This design comes from an exercise in tuning for small area on the open sky130 flow, not from production work.
At most, simulation tests tie the RTL to the original design; equivalence was not proved.
Only the layout flow was run in runs 1, 2, 5 and 6; the RTL was not checked for function there.
Power is estimated from default activity; no workload was simulated.

--- flow/config.mk ---
export PLATFORM = sky130hd
export DESIGN_NAME = eclsensor
export DESIGN_NICKNAME = eclsensor
export VERILOG_FILES = /design/flow/design.v
export SDC_FILE = /design/flow/constraint.sdc
export NUM_CORES = 4
export LEC_CHECK = 0
export CAP_MARGIN = 20
export CORE_MARGIN = 2
export CORE_UTILIZATION = 45
export PLACE_DENSITY = 0.6
export SLEW_MARGIN = 20
--- flow/constraint.sdc ---
create_clock -name core_clock -period 10.0 [get_ports {clk}]
set_input_delay 2.0000 -clock core_clock [delete_from_list [all_inputs] [get_ports {clk}]]
set_output_delay 2.0000 -clock core_clock [all_outputs]
set_load 0.01 [all_outputs]
--- flow/design.v ---
module eclsensor (clk, rst, txd, rxd, ir_tx, ir_rx, led);
	output [11:0] ir_tx;
	input [19:0] ir_rx;
	output led;
	input clk;
	input rst;
	output reg txd;
	input rxd;
	assign led = 1'b0;
	reg [2:0] pre;
	reg [1:0] bdiv;
	reg [5:0] mdiv;
	wire pre_end = pre == 3'd6;
	wire modulation_edge = pre_end && mdiv == 6'd46;
	always @(posedge clk)
		if (rst) begin
			pre <= 3'd0;
			bdiv <= 2'd0;
			mdiv <= 6'd0;
		end else begin
			pre <= pre_end ? 3'd0 : pre + 1'b1;
			if (pre_end) begin
				bdiv <= bdiv + 1'b1;
				mdiv <= (mdiv == 6'd46) ? 6'd0 : mdiv + 1'b1;
			end
		end
	reg baud_edge;
	always @(posedge clk)
		baud_edge <= !rst && pre_end && bdiv == 2'd3;
	reg modulation_state;
	always @(posedge clk)
		if (rst)
			modulation_state <= 1'b0;
		else if (modulation_edge)
			modulation_state <= !modulation_state;
	reg text_busy;
	reg [7:0] cycle_timer;
	wire state_tx_modulating = cycle_timer < 8'd190;
	wire state_tx_end = modulation_edge && cycle_timer == 8'd228;
	always @(posedge clk)
		if (rst)
			cycle_timer <= 8'd0;
		else if (modulation_edge)
			cycle_timer <= (text_busy || state_tx_end) ? 8'd0 : cycle_timer + 1'b1;
	reg [3:0] current_tx;
	always @(posedge clk)
		if (rst)
			current_tx <= 4'd0;
		else if (state_tx_end)
			current_tx <= (current_tx == 4'd11) ? 4'd0 : current_tx + 1'b1;
	reg ir_on;
	always @(posedge clk)
		ir_on <= !rst && state_tx_modulating && !text_busy && modulation_state;
	genvar gi;
	generate
		for (gi = 0; gi < 12; gi = gi + 1) begin: tx_dec
			assign ir_tx[gi] = ir_on && current_tx == gi;
		end
	endgenerate
	reg [3:0] bs;
	reg [6:0] ci;         
	reg [3:0] dreg;       
	wire req = text_busy && bs == 4'd0;
	wire line_end = req && ci == 7'd82;
	wire is_letter = ci == 7'd1;
	wire [3:0] letter_lo = (current_tx == 4'd0) ? 4'd12 : current_tx;
	wire dig_alpha = dreg[3] && (dreg[2] || dreg[1]);
	wire [7:0] ch =
		!text_busy ? 8'h0a :
		is_letter ? {4'h4, letter_lo} :
		dig_alpha ? {4'h6, dreg - 4'd9} :
		{4'h3, dreg};
	reg bitval;
	always @(*)
		case (bs)
			4'd1: bitval = 1'b0;
			4'd2: bitval = ch[0];
			4'd3: bitval = ch[1];
			4'd4: bitval = ch[2];
			4'd5: bitval = ch[3];
			4'd6: bitval = ch[4];
			4'd7: bitval = ch[5];
			4'd8: bitval = ch[6];
			4'd9: bitval = ch[7];
			default: bitval = 1'b1;
		endcase
	always @(posedge clk)
		if (rst) begin
			bs <= 4'd0;
			txd <= 1'b0;
		end else begin
			if (baud_edge)
				txd <= !bitval;
			if (req)
				bs <= 4'd1;
			else if (baud_edge && bs != 4'd0)
				bs <= (bs == 4'd10) ? 4'd0 : bs + 1'b1;
		end
	always @(posedge clk)
		if (rst)
			text_busy <= 1'b0;
		else if (!text_busy)
			text_busy <= state_tx_end;
		else if (line_end)
			text_busy <= 1'b0;
	always @(posedge clk)
		if (!text_busy)
			ci <= 7'd0;
		else if (req)
			ci <= ci + 1'b1;
	wire cnt_en = !text_busy && !state_tx_end;
	wire lclr = line_end;
	reg [2:0] ptr;
	reg clr;
	always @(posedge clk)
		if (rst || lclr) begin
			ptr <= 3'd0;
			clr <= 1'b1;
		end else begin
			ptr <= ptr + 1'b1;
			if (ptr == 3'd7)
				clr <= 1'b0;
		end
	reg [3:0] lcnt [0:19];
	genvar ri;
	generate
		for (ri = 0; ri < 20; ri = ri + 1) begin: rx
			wire ev = cnt_en && !ir_rx[ri];
			always @(posedge clk)
				if (rst)
					lcnt[ri] <= {3'b000, !ir_rx[ri]};
				else if (lclr)
					lcnt[ri] <= 4'd0;
				else
					lcnt[ri] <= lcnt[ri] + ev;
		end
	endgenerate
	reg [12:0] ring_a [0:7];
	reg [12:0] ring_b [0:7];
	reg [12:0] ring_c [0:3];
	wire la = lcnt[{2'b00, ptr}][3];
	wire lb = lcnt[{2'b01, ptr}][3];
	wire lc = lcnt[{3'b100, ptr[1:0]}][3];
	integer k;
	always @(posedge clk) begin
		for (k = 0; k < 7; k = k + 1) begin
			ring_a[k] <= ring_a[k + 1];
			ring_b[k] <= ring_b[k + 1];
		end
		for (k = 0; k < 3; k = k + 1)
			ring_c[k] <= ring_c[k + 1];
		ring_a[7] <= {clr ? 12'd0 : ring_a[0][12:1] + (ring_a[0][0] && !la), la};
		ring_b[7] <= {clr ? 12'd0 : ring_b[0][12:1] + (ring_b[0][0] && !lb), lb};
		ring_c[3] <= {clr ? 12'd0 : ring_c[0][12:1] + (ring_c[0][0] && !lc), lc};
	end
	wire [4:0] rsel = ci[6:2];
	wire [12:0] rword = rsel[4] ? ring_c[0] : rsel[3] ? ring_b[0] : ring_a[0];
	wire [15:0] word = {rword[12:1], lcnt[rsel]};
	reg [3:0] nyb;
	always @(*)
		case (ci[1:0])
			2'd0: nyb = word[15:12];
			2'd1: nyb = word[11:8];
			2'd2: nyb = word[7:4];
			default: nyb = word[3:0];
		endcase
	always @(posedge clk)
		if (text_busy && bs == 4'd10) begin
			if (ci[6] && ci[4])
				dreg <= 4'd0;
			else if (ptr == rsel[2:0])
				dreg <= nyb;
		end
endmodule
--- flow/flow/run.sh ---
#!/bin/bash
# Standard ORFS layout with two changes: clock tree synthesis without dummy
# load cells and with small clock buffers, and the smallest buffer on ports.
set -euo pipefail
export CTS_ARGS="-sink_clustering_enable -repair_clock_nets -dont_use_dummy_load -buf_list sky130_fd_sc_hd__clkbuf_4 -sink_clustering_size 10 -sink_clustering_max_diameter 40"
export BUFFER_PORTS_ARGS="-buffer_cell sky130_fd_sc_hd__buf_1"
bash standard.sh > standard.log 2>&1
--- flow/standard.sh ---
#!/bin/bash
# synth_recipe.tcl (not shown) runs the flow's synth.tcl, then flattens the netlist and writes it again
# the make line also repeats each setting of config.mk as NAME=value (left out here)
make -C /OpenROAD-flow-scripts/flow DESIGN_CONFIG=/design/flow/config.mk WORK_HOME=/design/flow/orfs CLKGATE_MAP_FILE= SYNTH_SCRIPT=/design/flow/synth_recipe.tcl "${@:-finish}"
==> flow_metrics.env, run 1 <==
export IMPL_p_int_mw=1.845
export IMPL_clkPwrFrac=0.288
export IMPL_critical_path_top_delay_family="flip-flops"
export IMPL_rows=62
export IMPL_route_antenna_remaining_nets=0
export IMPL_critical_path_buf_inv_count=2
export IMPL_ys_ff_latch=387
export IMPL_setup_viol=0
export IMPL_worstHoldEndpoint="ring_c[1][4]"
export IMPL_seq_area_mm2=0.007787
export IMPL_syn_inst=1209
export IMPL_p_leak_nw=5.364
export IMPL_setup_ws_ns=6.193
export IMPL_grt_pass1_wl_um=39920
export IMPL_insertion_delay_ns=0.67
export IMPL_drv_slew=0
export IMPL_grt_pass1_vias=7833
export IMPL_synthTopCellsByArea="dfxtp_1 (59%), ha_1 (6.5%), nor2_1 (4.4%)"
export IMPL_p_sw_uw=511.7
export IMPL_post_cts_buffers=0
export IMPL_tightest_slew_ns=0.9633
export IMPL_min_period_ns=3.807
export IMPL_yosys_warnings=5
export IMPL_fmax_mhz=262.7
export IMPL_dpl_hpwl_um=16220
export IMPL_finish_net_count=1346
export IMPL_grt_total_usage=0.1622
export IMPL_yosysUniqueCellTypes=65
export IMPL_syn_area_per_cell_um2=10.79
export IMPL_yosysSeqAreaShare=0.5967
export IMPL_p_sw_frac=0.2171
export IMPL_coreArea_mm2=0.02863
export IMPL_fp_dieW_um=174.3
export IMPL_met2_usage=0.2495
export IMPL_final_util=0.4850
export IMPL_slew_headroom=0.3571
export IMPL_power_mw=2.357
export IMPL_status="no timing/DRC/antenna violations"
export IMPL_critPathRequiredTime_ns=8.00
export IMPL_hold_path_startpoint="ring_c[2][4]"
export IMPL_cp_startpoint="current_tx[0]"
export IMPL_place_ws_ns=6.534
export IMPL_hold_violations=0
export IMPL_n_fill_cell=2613
export IMPL_r2r_end="ring_a[7][11]"
export IMPL_place_gp_congestion=0.8456
export IMPL_synth_top_cell_area_share=0.5875
export IMPL_io_buffers=34
export IMPL_htree_num_levels=2
export IMPL_worstPathCellList="inv_1 -> ha_1 -> nand2_1 -> nor3_1 -> buf_1"
export IMPL_via_per_inst=4.954
export IMPL_numCtsBuffers=51
export IMPL_maxCapViolCount=0
export IMPL_die_h_um=174.3
export IMPL_wirelength_um=23950
export IMPL_synthArstFlopShare=0
export IMPL_antenna_found_initial=2
export IMPL_yosys_area_top_type="dfxtp_1"
export IMPL_initial_core_util=0.4559
export IMPL_grt_start_max_net_pins=43
export IMPL_hold_buffers=0
export IMPL_crit_fanout=6
export IMPL_min_path_type="reg -> reg"
export IMPL_cts_sink_count=387
export IMPL_syn_num_nets=1300
export IMPL_clockBufferDepth=3
export IMPL_worstRegToRegCells=14
export IMPL_grt_busiest_layer="met2"
export IMPL_power_frac_seq=0.678
export IMPL_grt_ovfl_total=0
export IMPL_crit_type="reg -> out"
export IMPL_startpoint_type="flop"
export IMPL_synth_ff_type="dfxtp_1"
export IMPL_arrival_ns=1.81
export IMPL_r2r_slack_ns=7.00
export IMPL_cts_resized=0
export IMPL_rr_startpoint="ptr[1]"
export IMPL_drtIter0Drc=497
export IMPL_syn_to_final_growth_pct=6.385
export IMPL_drive_gt1_frac=0.07981
export IMPL_gr_usage_met3=0.03106
export IMPL_fin_tns_setup_ns=0
export IMPL_synth_edff_count=4
export IMPL_worstSetupEndpointType="primary output"
export IMPL_vias=8115
export IMPL_pwr_share_comb=0.034
export IMPL_whs_path_depth=0
export IMPL_fin_skew_ns=0.09310
export IMPL_multi_input_area_mm2=0.004896
export IMPL_slowest_stage="dfxtp_1"
export IMPL_power_density_mw_per_mm2=169.8
export IMPL_fin_crit_sh=0.3807
export IMPL_die_area_mm2=0.03038
export IMPL_drc=0
export IMPL_cts_tree="yes"
export IMPL_synth_cell_area_mm2=0.01305
export IMPL_drt_pre_antenna_iters=6
export IMPL_ios=37
export IMPL_clk_pin_slew_ns=0.09
export IMPL_max_stage_delay_ns=0.36
export IMPL_grtUsageMet1=0.2301
export IMPL_wire_per_inst_um=14.62
export IMPL_cts_root_buf="clkbuf_4"
export IMPL_rsz0062_at_grt="no"
export IMPL_ir_drop_mv=0.06991
## flip-flops by register name, summed over array words and instances (netlist names), 2 cells and up
name / count
lcnt: 80
dreg: 4
ptr: 3
pre: 3
mdiv: 6
cycle_timer: 8
ring_a: 104
current_tx: 4
ci: 7
ring_b: 104
ring_c: 52
bdiv: 2
bs: 4
## Yosys cell counts (all sizes together), types with 5 or more instances
| library cell | instances |
|---|---|
| and3 | 16 |
| nor4 | 5 |
| a31oi | 6 |
| nor2 | 155 |
| nor3 | 23 |
| and2 | 27 |
| a21oi | 42 |
| ha | 68 |
| nor2b | 14 |
| a22oi | 17 |
| nand4 | 15 |
| clkbuf | 22 |
| o21ai | 41 |
| xor2 | 49 |
| mux2 | 22 |
| nand3 | 53 |
| inv | 31 |
| nand2 | 75 |
| buf | 30 |
| dfxtp | 383 |
| xnor2 | 45 |
| mux2i | 12 |
## power by group through the flow
stage	combinational [mW]	clock, mW	sequential [mW]
after floorplan	0.0637	0	1.62
final	0.0803	0.679	1.60
after CTS	0.0818	0.724	1.60
after detailed placement	0.0812	0	1.63
after global routing	0.0966	0.782	1.60
after global placement	0.0787	0	1.63
## per-layer routing
| layer | part of all wire | up-vias |
|---|---|---|
| met2 | 0.43 | 170 |
| met3 | 0.049 | 47 |
| met1 | 0.50 | 3737 |
| met4 | 0.020 | 0 |
| met5 | 0 | - |
| li1 | - | 4161 |
## worst max-delay path by stage
stage                     endpoint  slack [ns]  cells past startpoint
final                     ir_tx[0]        6.19                      5
after global routing      ir_tx[0]        6.05                      5
after CTS                 ir_tx[0]        6.14                      5
after detailed placement     ir_on        6.53                      5
after global placement       ir_on        6.59                      5
after floorplan           ir_tx[0]        7.00                      4
## layout by cell type (no fill, tap or decap), types with 3 or more instances in the layout
master and n:
mux2i_1 12, a31oi_1 6, a22oi_1 17, nand4_1 14, xor2_1 49, nor2b_1 14
nor3b_1 4, nand2_1 73, xnor2_1 45, and2_1 26, o221ai_1 4, edfxtp_1 4
and3_1 16, ha_1 68, o21ai_0 40, mux4_2 3, nor2_1 153, clkbuf_4 51
mux2_2 22, dfxtp_1 383, o22ai_1 4, nand3_1 53, a211oi_1 3, inv_1 31
a21oi_1 42, nor4_1 3, nor3_1 23, buf_4 10, buf_1 34
## kinds of logic after synthesis
| kind of cell | Yosys count | synth area share |
|---|---|---|
| mux | 37 | 0.03337 |
| compound gates | 144 | 0.06951 |
| buf+inv | 83 | 0.02809 |
| flops | 387 | 0.5967 |
| simple gates | 395 | 0.1437 |
| xor+xnor | 94 | 0.06309 |
| fa+ha+maj | 68 | 0.06520 |
| other cells | 1 | 0.0002874 |
## per-stage QoR
stage / std cells / instance area [um^2] / hold WS [ns]
CTS: 1637 / 13880 / 0.3029
detailed placement: 1586 / 13500 / 0.3121
finish: 1638 / 13880 / 0.2977
floorplan: 1209 / 13050 / 0.3096
global route: 1638 / 13880 / 0.3063
global placement: 1585 / 13480 / 0.3095
## cell type report
type                    instances  area share
inverters                      31    0.008381
multi-input cells             739      0.3527
flip-flops and latches        387      0.5609
well taps                     384     0.03461
diodes                          1   0.0001802
repair buffers                 45     0.01568
clock buffers                  51     0.02758
==> inputs of run 2 (changes only) <==
--- a/flow/design.v
+++ b/flow/design.v
@@ -44,8 +44,8 @@
 			cycle_timer <= (text_busy || state_tx_end) ? 8'd0 : cycle_timer + 1'b1;
-	reg [3:0] current_tx;
+	reg [3:0] tx_num;
 	always @(posedge clk)
 		if (rst)
-			current_tx <= 4'd0;
+			tx_num <= 4'd12;
 		else if (state_tx_end)
-			current_tx <= (current_tx == 4'd11) ? 4'd0 : current_tx + 1'b1;
+			tx_num <= (tx_num == 4'd12) ? 4'd1 : tx_num + 1'b1;
 	reg ir_on;
@@ -56,3 +56,3 @@
 		for (gi = 0; gi < 12; gi = gi + 1) begin: tx_dec
-			assign ir_tx[gi] = ir_on && current_tx == gi;
+			assign ir_tx[gi] = ir_on && tx_num == (gi == 0 ? 12 : gi);
 		end
@@ -65,3 +65,2 @@
 	wire is_letter = ci == 7'd1;
-	wire [3:0] letter_lo = (current_tx == 4'd0) ? 4'd12 : current_tx;
 	wire dig_alpha = dreg[3] && (dreg[2] || dreg[1]);
@@ -69,3 +68,3 @@
 		!text_busy ? 8'h0a :
-		is_letter ? {4'h4, letter_lo} :
+		is_letter ? {4'h4, tx_num} :
 		dig_alpha ? {4'h6, dreg - 4'd9} :
@@ -111,15 +110,20 @@
 	wire cnt_en = !text_busy && !state_tx_end;
-	wire lclr = line_end;
-	reg [2:0] ptr;
+	wire lclr = text_busy && line_end;
+	reg [3:0] ptr;
+	reg h;
 	reg clr;
+	wire ptr_end = ptr == 4'd9;
 	always @(posedge clk)
 		if (rst || lclr) begin
-			ptr <= 3'd0;
+			ptr <= 4'd0;
+			h <= 1'b0;
 			clr <= 1'b1;
 		end else begin
-			ptr <= ptr + 1'b1;
-			if (ptr == 3'd7)
+			ptr <= ptr_end ? 4'd0 : ptr + 1'b1;
+			if (ptr_end) begin
+				h <= !h;
 				clr <= 1'b0;
+			end
 		end
-	reg [3:0] lcnt [0:19];
+	reg [4:0] lcnt [0:19];
 	genvar ri;
@@ -130,5 +134,5 @@
 				if (rst)
-					lcnt[ri] <= {3'b000, !ir_rx[ri]};
+					lcnt[ri] <= {4'b0000, !ir_rx[ri]};
 				else if (lclr)
-					lcnt[ri] <= 4'd0;
+					lcnt[ri] <= 5'd0;
 				else
@@ -137,23 +141,16 @@
 	endgenerate
-	reg [12:0] ring_a [0:7];
-	reg [12:0] ring_b [0:7];
-	reg [12:0] ring_c [0:3];
-	wire la = lcnt[{2'b00, ptr}][3];
-	wire lb = lcnt[{2'b01, ptr}][3];
-	wire lc = lcnt[{3'b100, ptr[1:0]}][3];
+	reg [11:0] ring [0:19];
+	wire le = lcnt[{ptr, 1'b0}][4];
+	wire lo = lcnt[{ptr, 1'b1}][4];
+	wire l0 = h ? lo : le;
+	wire l1 = h ? le : lo;
 	integer k;
 	always @(posedge clk) begin
-		for (k = 0; k < 7; k = k + 1) begin
-			ring_a[k] <= ring_a[k + 1];
-			ring_b[k] <= ring_b[k + 1];
-		end
-		for (k = 0; k < 3; k = k + 1)
-			ring_c[k] <= ring_c[k + 1];
-		ring_a[7] <= {clr ? 12'd0 : ring_a[0][12:1] + (ring_a[0][0] && !la), la};
-		ring_b[7] <= {clr ? 12'd0 : ring_b[0][12:1] + (ring_b[0][0] && !lb), lb};
-		ring_c[3] <= {clr ? 12'd0 : ring_c[0][12:1] + (ring_c[0][0] && !lc), lc};
+		for (k = 0; k < 19; k = k + 1)
+			if (k != 9)
+				ring[k] <= ring[k + 1];
+		ring[19] <= clr ? 12'd0 : {ring[0][11:1] + (ring[0][0] && !l0), l0};
+		ring[9] <= clr ? 12'd0 : {ring[10][11:1] + (ring[10][0] && !l1), l1};
 	end
-	wire [4:0] rsel = ci[6:2];
-	wire [12:0] rword = rsel[4] ? ring_c[0] : rsel[3] ? ring_b[0] : ring_a[0];
-	wire [15:0] word = {rword[12:1], lcnt[rsel]};
+	wire [15:0] word = {ring[0], lcnt[{ptr, h}][3:0]};
 	reg [3:0] nyb;
@@ -170,3 +167,3 @@
 				dreg <= 4'd0;
-			else if (ptr == rsel[2:0])
+			else if ({ptr, h} == ci[6:2])
 				dreg <= nyb;
==> flow_metrics.env, run 2 <==
export IMPL_synth_top_cell_area_share=0.5902
export IMPL_drc=0
export IMPL_fin_crit_sh=0.3858
export IMPL_drt_pre_antenna_iters=5
export IMPL_yosys_area_top_type="dfxtp_1"
export IMPL_die_h_um=174.4
export IMPL_cts_tree="yes"
export IMPL_synthArstFlopShare=0
export IMPL_clockBufferDepth=3
export IMPL_grt_pass1_vias=7974
export IMPL_post_cts_buffers=0
export IMPL_worstSetupEndpointType="flop"
export IMPL_htree_num_levels=2
export IMPL_worstPathCellList="buf_4 -> clkinv_1 -> ha_1 -> nor4b_1 -> a32o_1 -> a22oi_1 -> and2_1 -> mux2i_1 -> nor2b_1 -> ha_1 -> ha_1 -> and3_1 -> nand3_1 -> xor2_1 -> nor2_1"
export IMPL_hold_violations=0
export IMPL_syn_to_final_growth_pct=6.027
export IMPL_route_antenna_remaining_nets=0
export IMPL_yosys_warnings=3
export IMPL_yosysUniqueCellTypes=64
export IMPL_yosysSeqAreaShare=0.5994
export IMPL_crit_type="reg -> reg"
export IMPL_status="no timing/DRC/antenna violations"
export IMPL_power_mw=2.408
export IMPL_final_common_cell="dfxtp_1"
export IMPL_grt_ovfl_total=0
export IMPL_cp_common_cell="ha_1"
export IMPL_ios=37
export IMPL_fp_dieW_um=174.4
export IMPL_grt_total_usage=0.1664
export IMPL_wire_per_inst_um=14.96
export IMPL_coreArea_mm2=0.02863
export IMPL_startpoint_type="flop"
export IMPL_die_area_mm2=0.03040
export IMPL_io_buffers=34
export IMPL_rows=62
export IMPL_top_regs="ring x240, lcnt x100, cycle_timer x8"
export IMPL_p_leak_nw=5.213
export IMPL_maxCapViolCount=0
export IMPL_insertion_delay_ns=0.70
export IMPL_min_period_ns=3.858
export IMPL_slowest_stage="ha_1"
export IMPL_max_stage_delay_ns=0.48
export IMPL_grt_pass1_wl_um=40990
export IMPL_ir_drop_mv=0.09759
export IMPL_final_cell_mix="dfxtp_1 (385), nor2_1 (149), nand2_1 (77), nand3_1 (70), ha_1 (64)"
export IMPL_syn_inst=1224
export IMPL_syn_area_per_cell_um2=10.67
export IMPL_via_per_inst=5.024
export IMPL_min_path_type="reg -> reg"
export IMPL_grt_start_max_net_pins=65
export IMPL_arrival_ns=4.40
export IMPL_initial_core_util=0.4562
export IMPL_slew_headroom=0.3263
export IMPL_synth_ff_type="dfxtp_1"
export IMPL_power_density_mw_per_mm2=173.9
export IMPL_cts_root_buf="clkbuf_4"
export IMPL_setup_viol=0
export IMPL_numCtsBuffers=51
export IMPL_hold_buffers=0
export IMPL_dpl_hpwl_um=16470
export IMPL_final_cells=1652
export IMPL_placed_cells=1599
export IMPL_synth_common_cells="dfxtp_1 (385), nor2_1 (149), nand2_1 (78), nand3_1 (70), ha_1 (64)"
export IMPL_place_gp_congestion=0.9174
export IMPL_fin_skew_ns=0.1023
export IMPL_synth_cell_area_mm2=0.01306
export IMPL_fmax_mhz=259.2
export IMPL_antenna_found_initial=1
export IMPL_largest_register_ffs=240
export IMPL_drv_slew=0
export IMPL_ys_ff_latch=389
export IMPL_tightest_slew_ns=1.009
export IMPL_vias=8299
export IMPL_cts_resized=0
export IMPL_syn_num_nets=1311
export IMPL_fin_tns_setup_ns=0
export IMPL_wirelength_um=24720
export IMPL_crit_fanout=31
export IMPL_drtIter0Drc=549
export IMPL_synth_edff_count=4
export IMPL_synth_most_common_cell="dfxtp_1"
export IMPL_critPathRequiredTime_ns=10.54
export IMPL_synthTopCellsByArea="dfxtp_1 (59%), ha_1 (6.1%), nor2_1 (4.3%)"
export IMPL_finish_net_count=1355
export IMPL_cts_sink_count=389
export IMPL_regMostFlops="ring"
export IMPL_drive_gt1_frac=0.06240
export IMPL_rsz0062_at_grt="no"
export IMPL_clk_pin_slew_ns=0.10
==> run 2: metal layers <==
| layer | GRT usage | wire, um | share of wire | vias to the layer above |
|---|---|---|---|---|
| met5 | 0 | 0 | 0 | - |
| met4 | 0.06373 | 710 | 0.029 | 0 |
| met3 | 0.03215 | 1052 | 0.043 | 57 |
| met2 | 0.2556 | 10680 | 0.43 | 144 |
| met1 | 0.2318 | 12270 | 0.50 | 3859 |
| li1 | - | - | - | 4239 |
==> run 2: per-stage QoR <==
step / worst slack, ns / cell area, um^2 / util / hold WS (ns)
finish: 6.142 / 13850 / 0.4837 / 0.2622
global route: 5.862 / 13850 / 0.4837 / 0.2438
CTS: 6.107 / 13840 / 0.4834 / 0.2306
detailed placement: 6.094 / 13460 / 0.4701 / 0.3121
global placement: 6.144 / 13460 / 0.4701 / 0.3097
floorplan: 7.056 / 13060 / - / 0.3096
==> run 2: worst max-delay path: cells and delay by family (launching register included) <==
kind,cells,cell delay [ns]
AND/OR/NAND/NOR,6,1.09
multiplexers,1,0.18
adder cells (fa/ha/maj),3,0.98
XOR/XNOR,1,0.15
flip-flops,1,0.31
AO/OA/AOI/OAI,2,0.28
buffers and inverters,2,0.74
==> run 2: cell families (layout without fill, tap and decap cells) <==
logic type,count (synthesis),after routing,share of synthesized area
XOR/XNOR,96,96,0.06439
adder cells (fa/ha/maj),64,64,0.06132
flip-flops,389,389,0.5994
AND/OR/NAND/NOR,429,429,0.1571
buffers and inverters,68,110,0.02635
other,1,3,0.0002872
multiplexers,14,14,0.01131
AO/OA/AOI/OAI,163,163,0.07981
==> run 2: final timing paths <==
kind | from | end | slack, ns | depth (start not counted)
max | ptr[1] | ring[9][11] | 6.14 | 15
min | ring[4][4] | ring[3][4] | 0.26 | 0
max reg2reg | ptr[1] | ring[9][11] | 6.14 | 15
min reg2reg | ring[4][4] | ring[3][4] | 0.26 | 0
==> run 2: cell type report <==
type | instances | area [um^2]
inverter | 18 | 67.56
clock buffer | 51 | 382.9
multi-input combinational | 767 | 4902
sequential | 389 | 7828
fill | 2687 | 14780
tap | 384 | 480.5
antenna | 2 | 5.005
timing repair buffer | 41 | 180.2
==> run 2: where the power goes <==
group | switching [mW] | internal [mW]
sequential | 0.0243 | 1.58
clock | 0.459 | 0.234
combinational | 0.0676 | 0.0462
total | 0.551 | 1.86
==> inputs of run 3 (changes only) <==
--- a/flow/design.v
+++ b/flow/design.v
@@ -12,4 +12,4 @@
 	reg [5:0] mdiv;
-	wire pre_end = pre == 3'd6;
-	wire modulation_edge = pre_end && mdiv == 6'd46;
+	wire pre_end = pre[2] && pre[1];               
+	wire modulation_edge = pre_end && mdiv[5] && mdiv[3:1] == 3'b111;   
 	always @(posedge clk)
@@ -23,3 +23,3 @@
 				bdiv <= bdiv + 1'b1;
-				mdiv <= (mdiv == 6'd46) ? 6'd0 : mdiv + 1'b1;
+				mdiv <= (mdiv[5] && mdiv[3:1] == 3'b111) ? 6'd0 : mdiv + 1'b1;
 			end
@@ -38,3 +38,3 @@
 	wire state_tx_modulating = cycle_timer < 8'd190;
-	wire state_tx_end = modulation_edge && cycle_timer == 8'd228;
+	wire state_tx_end = modulation_edge && cycle_timer[7:5] == 3'b111 && cycle_timer[2];   
 	always @(posedge clk)
@@ -42,5 +42,8 @@
 			cycle_timer <= 8'd0;
-		else if (modulation_edge)
-			cycle_timer <= (text_busy || state_tx_end) ? 8'd0 : cycle_timer + 1'b1;
+		else if (state_tx_end)
+			cycle_timer <= 8'd0;
+		else if (modulation_edge && !text_busy)
+			cycle_timer <= cycle_timer + 1'b1;
 	reg [3:0] tx_num;
+	wire tx_num_12 = tx_num[3] && tx_num[2];         
 	always @(posedge clk)
@@ -49,3 +52,3 @@
 		else if (state_tx_end)
-			tx_num <= (tx_num == 4'd12) ? 4'd1 : tx_num + 1'b1;
+			tx_num <= tx_num_12 ? 4'd1 : tx_num + 1'b1;
 	reg ir_on;
@@ -53,8 +56,15 @@
 		ir_on <= !rst && state_tx_modulating && !text_busy && modulation_state;
-	genvar gi;
-	generate
-		for (gi = 0; gi < 12; gi = gi + 1) begin: tx_dec
-			assign ir_tx[gi] = ir_on && tx_num == (gi == 0 ? 12 : gi);
-		end
-	endgenerate
+	wire [3:0] t = tx_num;
+	assign ir_tx[0]  = ir_on &&  t[3] &&  t[2];
+	assign ir_tx[1]  = ir_on && !t[3] && !t[2] && !t[1] &&  t[0];
+	assign ir_tx[2]  = ir_on && !t[3] && !t[2] &&  t[1] && !t[0];
+	assign ir_tx[3]  = ir_on && !t[3] && !t[2] &&  t[1] &&  t[0];
+	assign ir_tx[4]  = ir_on && !t[3] &&  t[2] && !t[1] && !t[0];
+	assign ir_tx[5]  = ir_on && !t[3] &&  t[2] && !t[1] &&  t[0];
+	assign ir_tx[6]  = ir_on && !t[3] &&  t[2] &&  t[1] && !t[0];
+	assign ir_tx[7]  = ir_on && !t[3] &&  t[2] &&  t[1] &&  t[0];
+	assign ir_tx[8]  = ir_on &&  t[3] && !t[2] && !t[1] && !t[0];
+	assign ir_tx[9]  = ir_on &&  t[3] && !t[2] && !t[1] &&  t[0];
+	assign ir_tx[10] = ir_on &&  t[3] && !t[2] &&  t[1] && !t[0];
+	assign ir_tx[11] = ir_on &&  t[3] && !t[2] &&  t[1] &&  t[0];
 	reg [3:0] bs;
@@ -63,4 +73,4 @@
 	wire req = text_busy && bs == 4'd0;
-	wire line_end = req && ci == 7'd82;
-	wire is_letter = ci == 7'd1;
+	wire line_end = req && ci[6] && ci[4] && ci[1];   
+	wire is_letter = ci[6:1] == 6'd0;               
 	wire dig_alpha = dreg[3] && (dreg[2] || dreg[1]);
@@ -95,3 +105,3 @@
 			else if (baud_edge && bs != 4'd0)
-				bs <= (bs == 4'd10) ? 4'd0 : bs + 1'b1;
+				bs <= (bs[3] && bs[1]) ? 4'd0 : bs + 1'b1;     
 		end
@@ -112,5 +122,4 @@
 	reg [3:0] ptr;
-	reg h;
 	reg clr;
-	wire ptr_end = ptr == 4'd9;
+	wire ptr_end = ptr[3] && ptr[0];                
 	always @(posedge clk)
@@ -118,3 +127,2 @@
 			ptr <= 4'd0;
-			h <= 1'b0;
 			clr <= 1'b1;
@@ -122,6 +130,4 @@
 			ptr <= ptr_end ? 4'd0 : ptr + 1'b1;
-			if (ptr_end) begin
-				h <= !h;
+			if (ptr_end)
 				clr <= 1'b0;
-			end
 		end
@@ -141,16 +147,16 @@
 	endgenerate
-	reg [11:0] ring [0:19];
-	wire le = lcnt[{ptr, 1'b0}][4];
-	wire lo = lcnt[{ptr, 1'b1}][4];
-	wire l0 = h ? lo : le;
-	wire l1 = h ? le : lo;
+	reg [11:0] ring_a [0:9];
+	reg [11:0] ring_b [0:9];
+	wire la = lcnt[{ptr, 1'b0}][4];
+	wire lb = lcnt[{ptr, 1'b1}][4];
 	integer k;
 	always @(posedge clk) begin
-		for (k = 0; k < 19; k = k + 1)
-			if (k != 9)
-				ring[k] <= ring[k + 1];
-		ring[19] <= clr ? 12'd0 : {ring[0][11:1] + (ring[0][0] && !l0), l0};
-		ring[9] <= clr ? 12'd0 : {ring[10][11:1] + (ring[10][0] && !l1), l1};
+		for (k = 0; k < 9; k = k + 1) begin
+			ring_a[k] <= ring_a[k + 1];
+			ring_b[k] <= ring_b[k + 1];
+		end
+		ring_a[9] <= clr ? 12'd0 : {ring_a[0][11:1] + (ring_a[0][0] && !la), la};
+		ring_b[9] <= clr ? 12'd0 : {ring_b[0][11:1] + (ring_b[0][0] && !lb), lb};
 	end
-	wire [15:0] word = {ring[0], lcnt[{ptr, h}][3:0]};
+	wire [15:0] word = ci[2] ? {ring_b[0], lcnt[{ptr, 1'b1}][3:0]} : {ring_a[0], lcnt[{ptr, 1'b0}][3:0]};
 	reg [3:0] nyb;
@@ -164,6 +170,6 @@
 	always @(posedge clk)
-		if (text_busy && bs == 4'd10) begin
+		if (text_busy && bs[3] && bs[1]) begin
 			if (ci[6] && ci[4])
 				dreg <= 4'd0;
-			else if ({ptr, h} == ci[6:2])
+			else if (ptr == ci[6:3])
 				dreg <= nyb;
==> flow_metrics.env, run 3 <==
export IMPL_grt_start_max_net_pins=63
export IMPL_htree_num_levels=2
export IMPL_power_frac_seq=0.662
export IMPL_ios=37
export IMPL_cts_root_buf="clkbuf_4"
export IMPL_via_per_inst=5.036
export IMPL_arrival_ns=1.66
export IMPL_io_buffers=34
export IMPL_drt_pre_antenna_iters=7
export IMPL_vias=8002
export IMPL_yosysSeqAreaShare=0.6145
export IMPL_fin_tns_setup_ns=0
export IMPL_ys_ff_latch=388
export IMPL_die_h_um=172.0
export IMPL_power_density_mw_per_mm2=177.3
export IMPL_fin_crit_sh=0.3659
export IMPL_synthTopCellsByArea="dfxtp_1 (61%), ha_1 (6.1%), xor2_1 (4.5%)"
export IMPL_tightest_slew_ns=0.9737
export IMPL_wirelength_um=23180
export IMPL_cts_tree="yes"
export IMPL_grt_ovfl_total=0
export IMPL_wire_per_inst_um=14.59
export IMPL_multi_input_area_mm2=0.004646
export IMPL_p_leak_nw=5.189
export IMPL_synth_edff_count=4
export IMPL_place_gp_congestion=0.8389
export IMPL_rsz0062_at_grt="no"
export IMPL_ir_drop_mv=0.08435
export IMPL_cts_resized=0
export IMPL_insertion_delay_ns=0.68
export IMPL_status="no timing/DRC/antenna violations"
export IMPL_clk_pin_slew_ns=0.10
export IMPL_place_ws_ns=6.345
export IMPL_antenna_found_initial=1
export IMPL_synth_top_cell_area_share=0.6051
export IMPL_startpoint_type="flop"
export IMPL_initial_core_util=0.4573
export IMPL_crit_type="reg -> out"
export IMPL_yosysUniqueCellTypes=64
export IMPL_cts_sink_count=388
export IMPL_fp_dieW_um=172.0
export IMPL_drtIter0Drc=414
export IMPL_grt_pass1_wl_um=38130
export IMPL_hold_violations=0
export IMPL_slowest_stage="dfxtp_1"
export IMPL_numCtsBuffers=53
export IMPL_synth_cell_area_mm2=0.01270
export IMPL_route_antenna_remaining_nets=0
export IMPL_drc=0
export IMPL_placed_cells=1535
export IMPL_post_cts_buffers=0
export IMPL_crit_fanout=9
export IMPL_n_fill_cell=2585
export IMPL_critPathRequiredTime_ns=8.00
export IMPL_worstSetupEndpointType="primary output"
export IMPL_drv_slew=0
export IMPL_synth_ff_type="dfxtp_1"
export IMPL_setup_viol=0
export IMPL_worstPathCellList="nand3_1 -> nor3_1 -> buf_1"
export IMPL_fmax_mhz=273.3
export IMPL_setup_ws_ns=6.341
export IMPL_coreArea_mm2=0.02778
export IMPL_grt_pass1_vias=7596
export IMPL_syn_area_per_cell_um2=10.93
export IMPL_yosys_warnings=4
export IMPL_min_period_ns=3.659
export IMPL_hold_buffers=0
export IMPL_fin_skew_ns=0.07768
export IMPL_p_int_mw=1.860
export IMPL_slew_headroom=0.3508
export IMPL_final_cells=1589
export IMPL_seq_area_mm2=0.007807
export IMPL_die_area_mm2=0.02959
export IMPL_pwr_share_comb=0.046
export IMPL_final_cell_mix="dfxtp_1 (384), nor2_1 (139), nand3_1 (78), nand2_1 (67), xor2_1 (65)"
export IMPL_p_sw_uw=548.2
export IMPL_yosys_area_top_type="dfxtp_1"
export IMPL_top_regs="ring_a x120, ring_b x120, lcnt x100"
export IMPL_synthArstFlopShare=0
export IMPL_syn_inst=1162
export IMPL_max_stage_delay_ns=0.48
export IMPL_clkPwrFrac=0.292
export IMPL_syn_to_final_growth_pct=6.904
export IMPL_dpl_hpwl_um=14950
export IMPL_finish_net_count=1297
export IMPL_rows=61
export IMPL_syn_num_nets=1247
export IMPL_p_sw_frac=0.2276
export IMPL_min_path_type="reg -> reg"
export IMPL_maxCapViolCount=0
export IMPL_drive_gt1_frac=0.06364
export IMPL_clockBufferDepth=3
export IMPL_final_common_cell="dfxtp_1"
export IMPL_synth_most_common_cell="dfxtp_1"
export IMPL_grt_total_usage=0.1616
export IMPL_synth_common_cells="dfxtp_1 (384), nor2_1 (139), nand3_1 (78), nand2_1 (67), xor2_1 (65)"
[run 3: cell count changes in the layout (fill, tap and decap cells not counted), sizes merged, moves of 7 or more]
cell    delta
o21ai     -10
a222oi     +7
nand2     -11
nor2      -11
a22oi     +10
nand3      +8
a21oi     -14
nor3      -12
[run 3: critical path: cells and delay by family (launching register included)]
kind / cells / cell delay, ns
flops: 1 / 0.48
simple gates: 2 / 0.37
buf+inv: 1 / 0.17
[run 3: logic make-up (layout without fill, tap and decap cells)]
group	count (synthesis)	after routing	share of synthesized area
flops	388	388	0.6145
compound gates	159	159	0.08608
simple gates	384	384	0.1427
xor+xnor	100	100	0.06894
fa+ha+maj	62	62	0.06106
other cells	1	2	0.0002952
mux	5	5	0.004235
buf+inv	63	111	0.02216
[run 3: final timing paths]
kind	startpoint	endpoint	slack (ns)	cells past startpoint
setup / recovery	tx_num[3]	ir_tx[8]	6.34	3
hold / removal	ring_b[7][4]	ring_b[6][4]	0.30	0
setup reg to reg	ptr[0]	ring_a[9][11]	6.51	12
hold reg to reg	ring_b[7][4]	ring_b[6][4]	0.30	0
[run 3: cell type report]
| class | instances | share of cell area |
|---|---|---|
| flip-flops and latches | 388 | 0.5748 |
| well taps | 378 | 0.03482 |
| repair buffers | 44 | 0.01492 |
| clock buffers | 53 | 0.02930 |
| inverters | 14 | 0.003869 |
| multi-input cells | 711 | 0.3421 |
| diodes | 1 | 0.0001842 |
[run 3: power by group through the flow]
| stage | combinational [mW] | sequential (mW) | clock [mW] |
|---|---|---|---|
| 5_1_grt | 0.129 | 1.60 | 0.804 |
| 2_1_floorplan | 0.0813 | 1.62 | 0 |
| 3_5_place_dp | 0.110 | 1.63 | 0 |
| 4_1_cts | 0.112 | 1.59 | 0.744 |
| 6_report | 0.110 | 1.59 | 0.704 |
| 3_3_place_gp | 0.109 | 1.63 | 0 |
[run 3: metrics by stage]
| stage | hold slack [ns] | power [mW] | instance area [um^2] | util |
|---|---|---|---|---|
| 2_1_floorplan | 0.3096 | 1.705 | 12700 | - |
| 3_3_place_gp | 0.3097 | 1.739 | 13180 | 0.4745 |
| 3_5_place_dp | 0.3121 | 1.741 | 13180 | 0.4745 |
| 4_1_cts | 0.3022 | 2.450 | 13580 | 0.4888 |
| 5_1_grt | 0.3032 | 2.532 | 13580 | 0.4889 |
| 6_report | 0.2988 | 2.408 | 13580 | 0.4889 |
[run 3: layer usage]
layer,vias to the layer above,part of all wire,track usage
met2,170,0.42,0.2460
met4,0,0.021,0.05042
met3,53,0.049,0.03227
li1,4080,-,-
met5,-,0,0
met1,3699,0.51,0.2312
==> inputs of run 4 (changes only) <==
--- a/flow/design.v
+++ b/flow/design.v
@@ -70,13 +70,8 @@
 	reg [3:0] bs;
-	reg [6:0] ci;         
-	reg [3:0] dreg;       
+	reg [6:0] ci;
+	reg dbit;             
 	wire req = text_busy && bs == 4'd0;
-	wire line_end = req && ci[6] && ci[4] && ci[1];   
-	wire is_letter = ci[6:1] == 6'd0;               
-	wire dig_alpha = dreg[3] && (dreg[2] || dreg[1]);
-	wire [7:0] ch =
-		!text_busy ? 8'h0a :
-		is_letter ? {4'h4, tx_num} :
-		dig_alpha ? {4'h6, dreg - 4'd9} :
-		{4'h3, dreg};
+	wire line_end = req && ci[6] && !ci[5] && ci[4] && ci[0];   
+	wire is_letter = ci == 7'd0;
+	wire [7:0] ch = !text_busy ? 8'h0a : {4'h4, tx_num};
 	reg bitval;
@@ -95,2 +90,3 @@
 		endcase
+	wire digit_data = text_busy && !is_letter && bs != 4'd1 && !(bs[3] && bs[1]) && bs != 4'd0;
 	always @(posedge clk)
@@ -101,3 +97,3 @@
 			if (baud_edge)
-				txd <= !bitval;
+				txd <= !(digit_data ? dbit : bitval);
 			if (req)
@@ -116,3 +112,3 @@
 		if (!text_busy)
-			ci <= 7'd0;
+			ci <= 7'd127;
 		else if (req)
@@ -169,9 +165,21 @@
 		endcase
+	wire zero_digit = ci[6] && ci[4];
+	wire [3:0] n = zero_digit ? 4'd0 : nyb;
+	wire alpha = n[3] && (n[2] || n[1]);
+	wire [7:0] dch = alpha ? {4'h6, n - 4'd9} : {4'h3, n};
+	reg dsel;
+	always @(*)
+		case (bs[2:0])
+			3'd2: dsel = dch[0];
+			3'd3: dsel = dch[1];
+			3'd4: dsel = dch[2];
+			3'd5: dsel = dch[3];
+			3'd6: dsel = dch[4];
+			3'd7: dsel = dch[5];
+			3'd0: dsel = dch[6];    
+			default: dsel = dch[7];  
+		endcase
 	always @(posedge clk)
-		if (text_busy && bs[3] && bs[1]) begin
-			if (ci[6] && ci[4])
-				dreg <= 4'd0;
-			else if (ptr == ci[6:3])
-				dreg <= nyb;
-		end
+		if (zero_digit || ptr == ci[6:3])
+			dbit <= dsel;
 endmodule
==> flow_metrics.env, run 4 <==
export IMPL_top_regs="ring_a x120, ring_b x120, lcnt x100"
export IMPL_power_mw=2.377
export IMPL_htree_num_levels=2
export IMPL_yosys_warnings=4
export IMPL_via_per_inst=5.007
export IMPL_crit_type="reg -> out"
export IMPL_p_sw_uw=539.0
export IMPL_dpl_hpwl_um=14780
export IMPL_hold_violations=0
export IMPL_coreArea_mm2=0.02778
export IMPL_fin_crit_sh=0.3842
export IMPL_wirelength_um=22610
export IMPL_place_gp_congestion=0.8077
export IMPL_ios=37
export IMPL_clockBufferDepth=3
export IMPL_route_antenna_remaining_nets=0
export IMPL_synth_most_common_cell="dfxtp_1"
export IMPL_min_period_ns=3.842
export IMPL_min_path_type="reg -> reg"
export IMPL_die_area_mm2=0.02957
export IMPL_die_h_um=172.0
export IMPL_final_cell_mix="dfxtp_1 (384), nor2_1 (144), nand2_1 (79), ha_1 (64)"
export IMPL_insertion_delay_ns=0.68
export IMPL_synth_cell_area_mm2=0.01269
export IMPL_grt_busiest_layer="met2"
export IMPL_slowest_stage="or3b_2"
export IMPL_antenna_found_initial=1
export IMPL_numCtsBuffers=51
export IMPL_grt_start_max_net_pins=63
export IMPL_power_frac_seq=0.665
export IMPL_syn_area_per_cell_um2=10.85
export IMPL_grt_total_usage=0.1564
export IMPL_drive_gt1_frac=0.06028
export IMPL_io_buffers=34
export IMPL_clk_pin_slew_ns=0.09
export IMPL_crit_fanout=9
export IMPL_syn_to_final_growth_pct=6.200
export IMPL_gr_usage_met3=0.03136
export IMPL_clkPwrFrac=0.288
export IMPL_hold_buffers=0
export IMPL_placed_cells=1538
export IMPL_cts_root_buf="clkbuf_4"
export IMPL_grt_pass1_wl_um=36910
export IMPL_final_common_cell="dfxtp_1"
export IMPL_maxCapViolCount=0
export IMPL_startpoint_type="flop"
export IMPL_synth_ff_type="dfxtp_1"
export IMPL_power_density_mw_per_mm2=176.3
export IMPL_synth_common_cells="dfxtp_1 (384), nor2_1 (145), nand2_1 (79), ha_1 (64)"
export IMPL_fin_tns_setup_ns=0
export IMPL_ys_ff_latch=385
export IMPL_cts_resized=0
export IMPL_post_cts_buffers=0
export IMPL_tightest_slew_ns=0.8968
export IMPL_yosys_area_top_type="dfxtp_1"
export IMPL_yosysSeqAreaShare=0.6080
export IMPL_drv_slew=0
export IMPL_grtUsageMet1=0.2215
export IMPL_synth_edff_count=1
export IMPL_max_stage_delay_ns=0.53
export IMPL_p_sw_frac=0.2268
export IMPL_slew_headroom=0.4013
export IMPL_rows=61
export IMPL_worstPathCellList="or3b_2 -> nor2_1 -> buf_1"
export IMPL_drt_pre_antenna_iters=5
export IMPL_ir_drop_mv=0.08763
export IMPL_drtIter0Drc=426
export IMPL_place_area_mm2=0.01309
export IMPL_grt_ovfl_total=0
export IMPL_syn_inst=1170
export IMPL_rsz0062_at_grt="no"
export IMPL_cts_tree="yes"
export IMPL_p_leak_nw=5.212
export IMPL_pwr_share_comb=0.048
export IMPL_yosysUniqueCellTypes=57
export IMPL_syn_num_nets=1257
export IMPL_p_int_mw=1.838
export IMPL_fin_skew_ns=0.08174
export IMPL_finish_net_count=1300
export IMPL_fp_dieW_um=172.0
export IMPL_setup_viol=0
export IMPL_worstSetupEndpointType="primary output"
export IMPL_arrival_ns=1.84
export IMPL_cts_sink_count=385
export IMPL_synthArstFlopShare=0
export IMPL_fmax_mhz=260.3
export IMPL_critPathRequiredTime_ns=8.00
export IMPL_design_area_mm2=0.01348
export IMPL_drc=0
export IMPL_vias=7966
export IMPL_met2_usage=0.2397
export IMPL_status="no timing/DRC/antenna violations"
export IMPL_synth_top_cell_area_share=0.6056
export IMPL_grt_pass1_vias=7447
export IMPL_final_cells=1591
export IMPL_initial_core_util=0.4569
export IMPL_synthTopCellsByArea="dfxtp_1 (61%), ha_1 (6.3%), xor2_1 (4.3%)"
export IMPL_wire_per_inst_um=14.21
==> run 4: cell count changes in the layout (fill, tap and decap cells not counted), moves of 4 or more <==
cell      delta
a21o_1       -4
a21oi_1      +9
a222oi_1     +6
a22oi_1      -7
a311oi_1     -6
mux2i_1      +8
nand2_1     +12
nand3_1     -15
nor2_1       +5
nor2b_1      -4
nor3_1       -4
nor3b_1      +5
o21a_1       +4
==> run 4: per-stage QoR <==
step / worst slack (ns) / hold slack (ns) / utilization
after global placement: 6.326 / 0.3098 / 0.4713
after CTS: 6.102 / 0.2678 / 0.4850
after global routing: 6.022 / 0.2754 / 0.4852
after detailed placement: 6.328 / 0.3121 / 0.4713
final: 6.158 / 0.2778 / 0.4852
after floorplan: 6.882 / 0.3096 / -
==> run 4: power by group through the flow <==
stage                     combinational [mW]  clock [mW]  sequential [mW]
after floorplan                       0.0873           0             1.61
after global placement                 0.112           0             1.61
after detailed placement               0.114           0             1.62
after CTS                              0.115       0.724             1.58
after global routing                   0.131       0.787             1.58
final                                  0.114       0.684             1.58
==> run 4: metal layers <==
metal  share of wire  wire length, um  vias to the layer above
li1                -                -                     4073
met1            0.51            11560                     3709
met2            0.42             9599                      147
met3           0.045             1009                       37
met4           0.020              444                        0
met5               0                0                        -
==> run 4: final timing paths <==
kind | from | endpoint | slack (ns) | depth (start not counted)
setup reg to reg | ptr[0] | dbit | 6.40 | 13
hold / removal | ring_a[1][9] | ring_a[0][9] | 0.28 | 0
hold reg to reg | ring_a[1][9] | ring_a[0][9] | 0.28 | 0
setup / recovery | tx_num[2] | ir_tx[2] | 6.16 | 3
==> run 4: critical path, delay by kind of cell, from the launching register on <==
| kind | cells | cell delay, ns |
|---|---|---|
| flip-flops | 1 | 0.40 |
| buffers and inverters | 1 | 0.16 |
| AND/OR/NAND/NOR | 2 | 0.66 |
==> run 4: logic make-up (layout without fill, tap and decap cells) <==
family / Yosys count / count (layout) / share of synthesized area
muxes: 13 / 13 / 0.01055
buffers and inverters: 63 / 104 / 0.02405
AOI/OAI and AO/OA: 167 / 167 / 0.08960
adders and majority gates: 64 / 64 / 0.06309
and+or+nand+nor: 382 / 382 / 0.1389
DFF: 385 / 385 / 0.6080
other: 1 / 3 / 0.0002954
xor gates and xnor gates: 95 / 95 / 0.06555
==> run 4: area by class of cell <==
class | count | area [um^2]
Clock buffer | 51 | 382.9
Inverter | 11 | 41.29
Tap cell | 378 | 473.0
Timing Repair Buffer | 42 | 187.7
Fill cell | 2619 | 14300
Multi-Input combinational cell | 722 | 4673
Sequential cell | 385 | 7717
Antenna cell | 2 | 5.005
==> inputs of run 5 (changes only) <==
--- a/flow/design.v
+++ b/flow/design.v
@@ -26,5 +26,3 @@
 		end
-	reg baud_edge;
-	always @(posedge clk)
-		baud_edge <= !rst && pre_end && bdiv == 2'd3;
+	wire baud_edge = pre == 3'd0 && bdiv == 2'd0;
 	reg modulation_state;
@@ -36,12 +34,6 @@
 	reg text_busy;
-	reg [7:0] cycle_timer;
-	wire state_tx_modulating = cycle_timer < 8'd190;
-	wire state_tx_end = modulation_edge && cycle_timer[7:5] == 3'b111 && cycle_timer[2];   
-	always @(posedge clk)
-		if (rst)
-			cycle_timer <= 8'd0;
-		else if (state_tx_end)
-			cycle_timer <= 8'd0;
-		else if (modulation_edge && !text_busy)
-			cycle_timer <= cycle_timer + 1'b1;
+	reg [7:0] cnt;
+	wire [6:0] ci = cnt[6:0];
+	wire state_tx_modulating = cnt < 8'd190;
+	wire state_tx_end = modulation_edge && !text_busy && cnt[7:5] == 3'b111 && cnt[2];   
 	reg [3:0] tx_num;
@@ -70,3 +62,2 @@
 	reg [3:0] bs;
-	reg [6:0] ci;
 	reg dbit;             
@@ -111,6 +102,8 @@
 	always @(posedge clk)
-		if (!text_busy)
-			ci <= 7'd127;
-		else if (req)
-			ci <= ci + 1'b1;
+		if (rst)
+			cnt <= 8'd0;
+		else if (state_tx_end)
+			cnt <= 8'd255;
+		else if (text_busy ? req : modulation_edge)
+			cnt <= line_end ? 8'd0 : cnt + 1'b1;
 	wire cnt_en = !text_busy && !state_tx_end;
==> flow_metrics.env, run 5 <==
export IMPL_status="no timing/DRC/antenna violations"
export IMPL_maxCapViolCount=0
export IMPL_critPathRequiredTime_ns=8.00
export IMPL_numCtsBuffers=51
export IMPL_place_area_mm2=0.01309
export IMPL_clockBufferDepth=3
export IMPL_clk_pin_slew_ns=0.09
export IMPL_yosysUniqueCellTypes=71
export IMPL_syn_inst=1179
export IMPL_fin_tns_setup_ns=0
export IMPL_ir_drop_mv=0.07548
export IMPL_grtUsageMet1=0.2395
export IMPL_design_area_mm2=0.01348
export IMPL_max_stage_delay_ns=0.53
export IMPL_yosys_warnings=4
export IMPL_slowest_stage="or3b_2"
export IMPL_worstRegToRegCells=12
export IMPL_initial_core_util=0.4572
export IMPL_rows=61
export IMPL_cts_tree="yes"
export IMPL_placed_cells=1542
export IMPL_io_buffers=34
export IMPL_antenna_found_initial=1
export IMPL_hold_buffers=0
export IMPL_crit_type="reg -> out"
export IMPL_power_mw=2.376
export IMPL_final_cell_mix="dfxtp_1 (376), nor2_1 (134), nand2_1 (69), nand3_1 (67), ha_1 (64)"
export IMPL_min_path_type="reg -> reg"
export IMPL_cts_root_buf="clkbuf_4"
export IMPL_cts_resized=0
export IMPL_tightest_slew_ns=1.108
export IMPL_vias=8100
export IMPL_final_common_cell="dfxtp_1"
export IMPL_synth_most_common_cell="dfxtp_1"
export IMPL_final_cells=1594
export IMPL_drive_gt1_frac=0.06749
export IMPL_wirelength_um=24220
export IMPL_hold_violations=0
export IMPL_synth_common_cells="dfxtp_1 (376), nor2_1 (135), nand2_1 (69), nand3_1 (67), ha_1 (64)"
export IMPL_slew_headroom=0.2604
export IMPL_min_period_ns=3.842
export IMPL_grt_ovfl_total=0
export IMPL_worstPathCellList="or3b_2 -> nor2_1 -> buf_1"
export IMPL_synth_ff_type="dfxtp_1"
export IMPL_wire_per_inst_um=15.19
export IMPL_timing_hold_ws_ns=0.2708
export IMPL_drtIter0Drc=565
export IMPL_yosys_area_top_type="dfxtp_1"
export IMPL_met2_usage=0.2506
export IMPL_rsz0062_at_grt="no"
export IMPL_drt_pre_antenna_iters=5
export IMPL_fin_skew_ns=0.06858
export IMPL_die_area_mm2=0.02967
export IMPL_grt_busiest_layer="met2"
export IMPL_final_util=0.4837
export IMPL_power_density_mw_per_mm2=176.3
export IMPL_fin_crit_sh=0.3842
export IMPL_yosysSeqAreaShare=0.5933
export IMPL_synth_cell_area_mm2=0.01274
export IMPL_route_antenna_remaining_nets=0
export IMPL_drc=0
export IMPL_startpoint_type="flop"
export IMPL_place_gp_congestion=0.8588
export IMPL_critical_path_top_delay_family="simple AND/OR/NAND/NOR gates"
export IMPL_top_regs="ring_a x120, ring_b x120, lcnt x100"
export IMPL_grt_pass1_vias=7565
export IMPL_r2r_end="lcnt[16][4]"
export IMPL_htree_num_levels=2
export IMPL_coreArea_mm2=0.02786
export IMPL_synth_edff_count=1
export IMPL_post_cts_buffers=0
export IMPL_cts_sink_count=377
export IMPL_setup_ws_ns=6.158
export IMPL_dpl_hpwl_um=15670
export IMPL_drv_slew=0
export IMPL_finish_net_count=1304
export IMPL_synth_top_cell_area_share=0.5910
export IMPL_fp_dieW_um=172.2
export IMPL_synthTopCellsByArea="dfxtp_1 (59%), ha_1 (6.3%), nor2_1 (4.0%)"
export IMPL_worstHoldEndpoint="ring_b[6][3]"
export IMPL_ios=37
export IMPL_insertion_delay_ns=0.68
export IMPL_ys_ff_latch=377
export IMPL_syn_to_final_growth_pct=5.795
export IMPL_via_per_inst=5.082
export IMPL_syn_area_per_cell_um2=10.80
export IMPL_critical_path_buf_inv_count=1
export IMPL_grt_start_max_net_pins=63
export IMPL_worstSetupEndpointType="primary output"
export IMPL_gr_usage_met3=0.03067
export IMPL_r2r_slack_ns=6.31
export IMPL_grt_pass1_wl_um=38750
export IMPL_hold_path_startpoint="ring_b[7][3]"
export IMPL_p_leak_nw=5.195
export IMPL_place_ws_ns=6.195
export IMPL_synthArstFlopShare=0
export IMPL_rr_startpoint="pre[1]"
export IMPL_crit_fanout=10
export IMPL_syn_num_nets=1266
export IMPL_arrival_ns=1.84
export IMPL_whs_path_depth=0
export IMPL_die_h_um=172.2
export IMPL_fmax_mhz=260.3
export IMPL_setup_viol=0
export IMPL_grt_total_usage=0.1657
[run 5: cell count changes in the layout (fill, tap and decap cells not counted), moves of 5 or more]
| cell | before | now |
|---|---|---|
| nand2_1 | 79 | 69 |
| dfxtp_1 | 384 | 376 |
| xnor2_1 | 32 | 25 |
| a222oi_1 | 13 | 8 |
| a22oi_1 | 19 | 27 |
| and3_1 | 15 | 10 |
| inv_1 | 11 | 20 |
| mux2i_1 | 10 | 26 |
| nor2_1 | 144 | 134 |
| nor3_1 | 8 | 15 |
| xor2_1 | 63 | 57 |
| o21ai_0 | 40 | 35 |
[run 5: area by class of cell]
type	count	area, um^2
well taps	378	473.0
repair buffers	41	181.4
flip-flops and latches	377	7557
inverters	23	86.33
clock buffers	51	382.9
multi-input cells	723	4792
fillers	2612	14380
diodes	1	2.502
[run 5: worst register-to-register path, delay by kind of cell, from the launching register on]
kind | cells | cell delay, ns
fa+ha+maj | 2 | 0.44
xor+xnor | 1 | 0.15
flops | 1 | 0.37
simple gates | 8 | 2.47
buf+inv | 1 | 0.07
[run 5: cells by family (layout without fill, tap and decap cells)]
logic type,after synthesis,in the layout,share of synthesized area
flip-flops,377,377,0.5933
AND/OR/NAND/NOR,373,373,0.1390
AO/OA/AOI/OAI,174,174,0.09391
XOR/XNOR,82,82,0.05639
buffers and inverters,79,115,0.03084
adder cells (fa/ha/maj),64,64,0.06287
multiplexers,29,29,0.02338
other,1,2,0.0002944
[run 5: how the worst max path moves through the flow]
stage                     startpoint           to  slack (ns)  cells past startpoint
after floorplan            tx_num[2]     ir_tx[2]        6.87                      3
after global placement           rst       ptr[1]        6.22                      4
after detailed placement         rst  lcnt[19][3]        6.20                      5
after CTS                  tx_num[2]     ir_tx[3]        6.10                      3
after global routing          pre[1]  lcnt[16][4]        5.95                     12
final                      tx_num[2]     ir_tx[3]        6.16                      3
[run 5: layer usage]
metal	wire length, um	up-vias
met5	0	-
met2	10250	169
met3	1118	42
met4	483	0
li1	-	4101
met1	12360	3788
[run 5: power by group]
group | internal [mW] | switching [mW] | total [mW] | leakage, nW
Clock | 0.234 | 0.445 | 0.679 | 0.235
Sequential | 1.53 | 0.0286 | 1.56 | 3.05
Combinational | 0.0557 | 0.0782 | 0.134 | 1.91
==> inputs of run 6 (changes only) <==
--- a/flow/design.v
+++ b/flow/design.v
@@ -138,4 +138,14 @@
 	reg [11:0] ring_b [0:9];
-	wire la = lcnt[{ptr, 1'b0}][4];
-	wire lb = lcnt[{ptr, 1'b1}][4];
+	reg [4:0] loc_a, loc_b;
+	integer j;
+	always @(*) begin
+		loc_a = 5'd0;
+		loc_b = 5'd0;
+		for (j = 0; j < 10; j = j + 1) begin
+			loc_a = loc_a | (lcnt[2 * j] & {5{ptr == j}});
+			loc_b = loc_b | (lcnt[2 * j + 1] & {5{ptr == j}});
+		end
+	end
+	wire la = loc_a[4];
+	wire lb = loc_b[4];
 	integer k;
@@ -149,3 +159,3 @@
 	end
-	wire [15:0] word = ci[2] ? {ring_b[0], lcnt[{ptr, 1'b1}][3:0]} : {ring_a[0], lcnt[{ptr, 1'b0}][3:0]};
+	wire [15:0] word = ci[2] ? {ring_b[0], loc_b[3:0]} : {ring_a[0], loc_a[3:0]};
 	reg [3:0] nyb;
==> flow_metrics.env, run 6 <==
export IMPL_fmax_mhz=261.1
export IMPL_via_per_inst=5.143
export IMPL_drt_pre_antenna_iters=7
export IMPL_cts_sink_count=377
export IMPL_slew_headroom=0.3424
export IMPL_maxCapViolCount=0
export IMPL_p_leak_nw=5.121
export IMPL_synth_most_common_cell="dfxtp_1"
export IMPL_worstRegToRegCells=11
export IMPL_drv_slew=0
export IMPL_rr_startpoint="ptr[0]"
export IMPL_yosys_area_top_type="dfxtp_1"
export IMPL_design_area_mm2=0.01330
export IMPL_status="no timing/DRC/antenna violations"
export IMPL_arrival_ns=1.83
export IMPL_crit_end="ir_tx[2]"
export IMPL_drive_gt1_frac=0.06182
export IMPL_timing_hold_ws_ns=0.2478
export IMPL_yosysUniqueCellTypes=65
export IMPL_fp_dieW_um=170.8
export IMPL_syn_to_final_growth_pct=6.278
export IMPL_die_h_um=170.8
export IMPL_numCtsBuffers=51
export IMPL_syn_inst=1164
export IMPL_wirelength_um=23720
export IMPL_grt_ovfl_total=0
export IMPL_io_buffers=34
export IMPL_vias=8105
export IMPL_crit_fanout=9
export IMPL_whs_path_depth=0
export IMPL_grt_pass1_wl_um=38840
export IMPL_initial_core_util=0.4542
export IMPL_worstSetupEndpointType="primary output"
export IMPL_insertion_delay_ns=0.68
export IMPL_setup_ws_ns=6.170
export IMPL_place_ws_ns=5.950
export IMPL_crit_type="reg -> out"
export IMPL_place_gp_congestion=0.8184
export IMPL_synthArstFlopShare=0
export IMPL_cts_tree="yes"
export IMPL_drtIter0Drc=380
export IMPL_fin_tns_setup_ns=0
export IMPL_antenna_found_initial=1
export IMPL_synth_ff_type="dfxtp_1"
export IMPL_ios=37
export IMPL_final_cell_mix="dfxtp_1 (376), nor2_1 (123), nand2_1 (74), nand3_1 (67), ha_1 (64)"
export IMPL_synth_cell_area_mm2=0.01252
export IMPL_wire_per_inst_um=15.05
export IMPL_min_period_ns=3.830
export IMPL_finish_net_count=1286
export IMPL_fin_crit_sh=0.3830
export IMPL_place_area_mm2=0.01292
export IMPL_power_density_mw_per_mm2=175.4
export IMPL_yosys_warnings=4
export IMPL_r2r_end="dbit"
export IMPL_rsz0062_at_grt="no"
export IMPL_fin_skew_ns=0.08824
export IMPL_ir_drop_mv=0.07439
export IMPL_min_path_type="reg -> reg"
export IMPL_final_util=0.4828
export IMPL_yosysSeqAreaShare=0.6038
export IMPL_grt_total_usage=0.1670
export IMPL_synth_top_cell_area_share=0.6014
export IMPL_synthTopCellsByArea="dfxtp_1 (60%), ha_1 (6.4%), nor2_1 (3.7%)"
export IMPL_setup_viol=0
export IMPL_grt_pass1_vias=7564
export IMPL_htree_num_levels=2
export IMPL_post_cts_buffers=0
export IMPL_syn_num_nets=1251
export IMPL_route_antenna_remaining_nets=0
export IMPL_syn_area_per_cell_um2=10.75
export IMPL_clockBufferDepth=3
export IMPL_rows=61
export IMPL_final_common_cell="dfxtp_1"
export IMPL_top_regs="ring_a x120, ring_b x120, lcnt x100"
export IMPL_coreArea_mm2=0.02755
export IMPL_cts_resized=0
export IMPL_clk_pin_slew_ns=0.09
export IMPL_n_fill_cell=2580
export IMPL_ys_ff_latch=377
export IMPL_startpoint_type="flop"
export IMPL_dpl_hpwl_um=15670
export IMPL_drc=0
export IMPL_synth_edff_count=1
export IMPL_hold_violations=0
export IMPL_critPathRequiredTime_ns=8.00
export IMPL_tightest_slew_ns=0.9864
export IMPL_die_area_mm2=0.02916
export IMPL_r2r_slack_ns=6.31
export IMPL_grt_start_max_net_pins=70
export IMPL_synth_common_cells="dfxtp_1 (376), nor2_1 (123), nand2_1 (75), nand3_1 (67), ha_1 (64)"
export IMPL_cp_startpoint="tx_num[2]"
export IMPL_hold_buffers=0
export IMPL_cts_root_buf="clkbuf_4"
==> run 6: cell count changes in the layout (fill, tap and decap cells not counted), moves of 6 or more <==
cell | before | now
a21oi_1 | 43 | 49
and2_1 | 22 | 1
mux2i_1 | 26 | 8
nor2_1 | 134 | 123
and3_1 | 10 | 34
o22ai_1 | 3 | 22
a22oi_1 | 27 | 19
nor4_1 | 7 | 0
==> run 6: logic make-up (layout without fill, tap and decap cells) <==
family	Yosys count	after routing	synth area share
other	1	2	0.0002996
AND/OR/NAND/NOR	364	364	0.1383
AO/OA/AOI/OAI	190	190	0.1010
XOR/XNOR	78	78	0.05458
adder cells (fa/ha/maj)	64	64	0.06398
flip-flops	377	377	0.6038
multiplexers	12	12	0.01030
buffers and inverters	78	111	0.02779
==> run 6: routing by layer <==
layer  vias to the layer above  GRT usage  wire length (um)
li1                       4092          -                 -
met1                      3799     0.2400             11820
met2                       175     0.2514             10220
met3                        39    0.03632              1249
met4                         0    0.04980               433
met5                         -          0                 0
==> run 6: where the power goes <==
group | leakage (nW) | internal, mW | switching, mW
registers | 3.05 | 1.53 | 0.0214
clock network | 0.235 | 0.234 | 0.438
logic | 1.84 | 0.0445 | 0.0670
total | 5.12 | 1.81 | 0.526
==> run 6: final cells by class <==
| class | count | area [um^2] | share of cell area |
|---|---|---|---|
| multi-input combinational | 709 | 4627 | 0.3479 |
| antenna | 1 | 2.502 | 0.0001881 |
| clock buffer | 51 | 382.9 | 0.02878 |
| tap | 378 | 473.0 | 0.03556 |
| timing repair buffer | 43 | 195.2 | 0.01467 |
| sequential | 377 | 7557 | 0.5682 |
| inverter | 17 | 63.81 | 0.004797 |
==> run 6: worst max-delay path: stages, from the launching register on <==
cell,delay (ns)
dfxtp_1,0.38
or3b_2,0.52
nor2_1,0.11
buf_1,0.16
==> run 6: through the flow <==
| step | total power [mW] | std cells |
|---|---|---|
| after floorplan | 1.662 | 1164 |
| after global placement | 1.693 | 1524 |
| after detailed placement | 1.698 | 1524 |
| after CTS | 2.376 | 1575 |
| after global routing | 2.453 | 1576 |
| final | 2.333 | 1576 |
==> run 6: worst min-delay path by stage <==
stage	start	endpoint	slack, ns
3_5_place_dp	ring_a[3][4]	ring_a[2][4]	0.31
2_1_floorplan	ring_a[1][0]	ring_a[0][0]	0.31
5_1_grt	ring_a[8][0]	ring_a[7][0]	0.24
3_3_place_gp	ring_b[7][8]	ring_b[6][8]	0.31
6_report	ring_a[1][0]	ring_a[0][0]	0.25
4_1_cts	ring_a[1][0]	ring_a[0][0]	0.23

-- separate check: timing with driven ports --
Ports are ideal in the flow. The routed layouts listed here were re-timed in OpenROAD. Step 1 sets driving cells, clkbuf_16 on the clock port and buf_2 on the other inputs (assumed; they add their load-dependent delay and slew). Step 2 also shifts input and output timing later by t, the mid clock arrival at the registers, as if the neighbouring blocks saw the same clock. Slacks: no drivers / after step 1 / after step 2; pairs: no drivers / after step 1.
run	t (ns)	slack for setup (ns)	clock arrival spread, ns
run 1	0.668	6.193 / 6.152 / 6.566	0.093 / 0.093
run 2	0.690	6.142 / 6.132 / 6.142	0.102 / 0.102
run 3	0.685	6.341 / 6.300 / 6.344	0.078 / 0.078
run 4	0.684	6.158 / 6.115 / 6.320	0.082 / 0.081
run 5	0.680	6.158 / 6.111 / 6.226	0.091 / 0.091
run 6	0.675	6.170 / 6.131 / 5.960	0.088 / 0.088
After both steps every run listed still meets setup and hold. The setup slack of run 6, which loses most, moves by -0.039 ns with the drivers and by -0.210 ns with both steps.
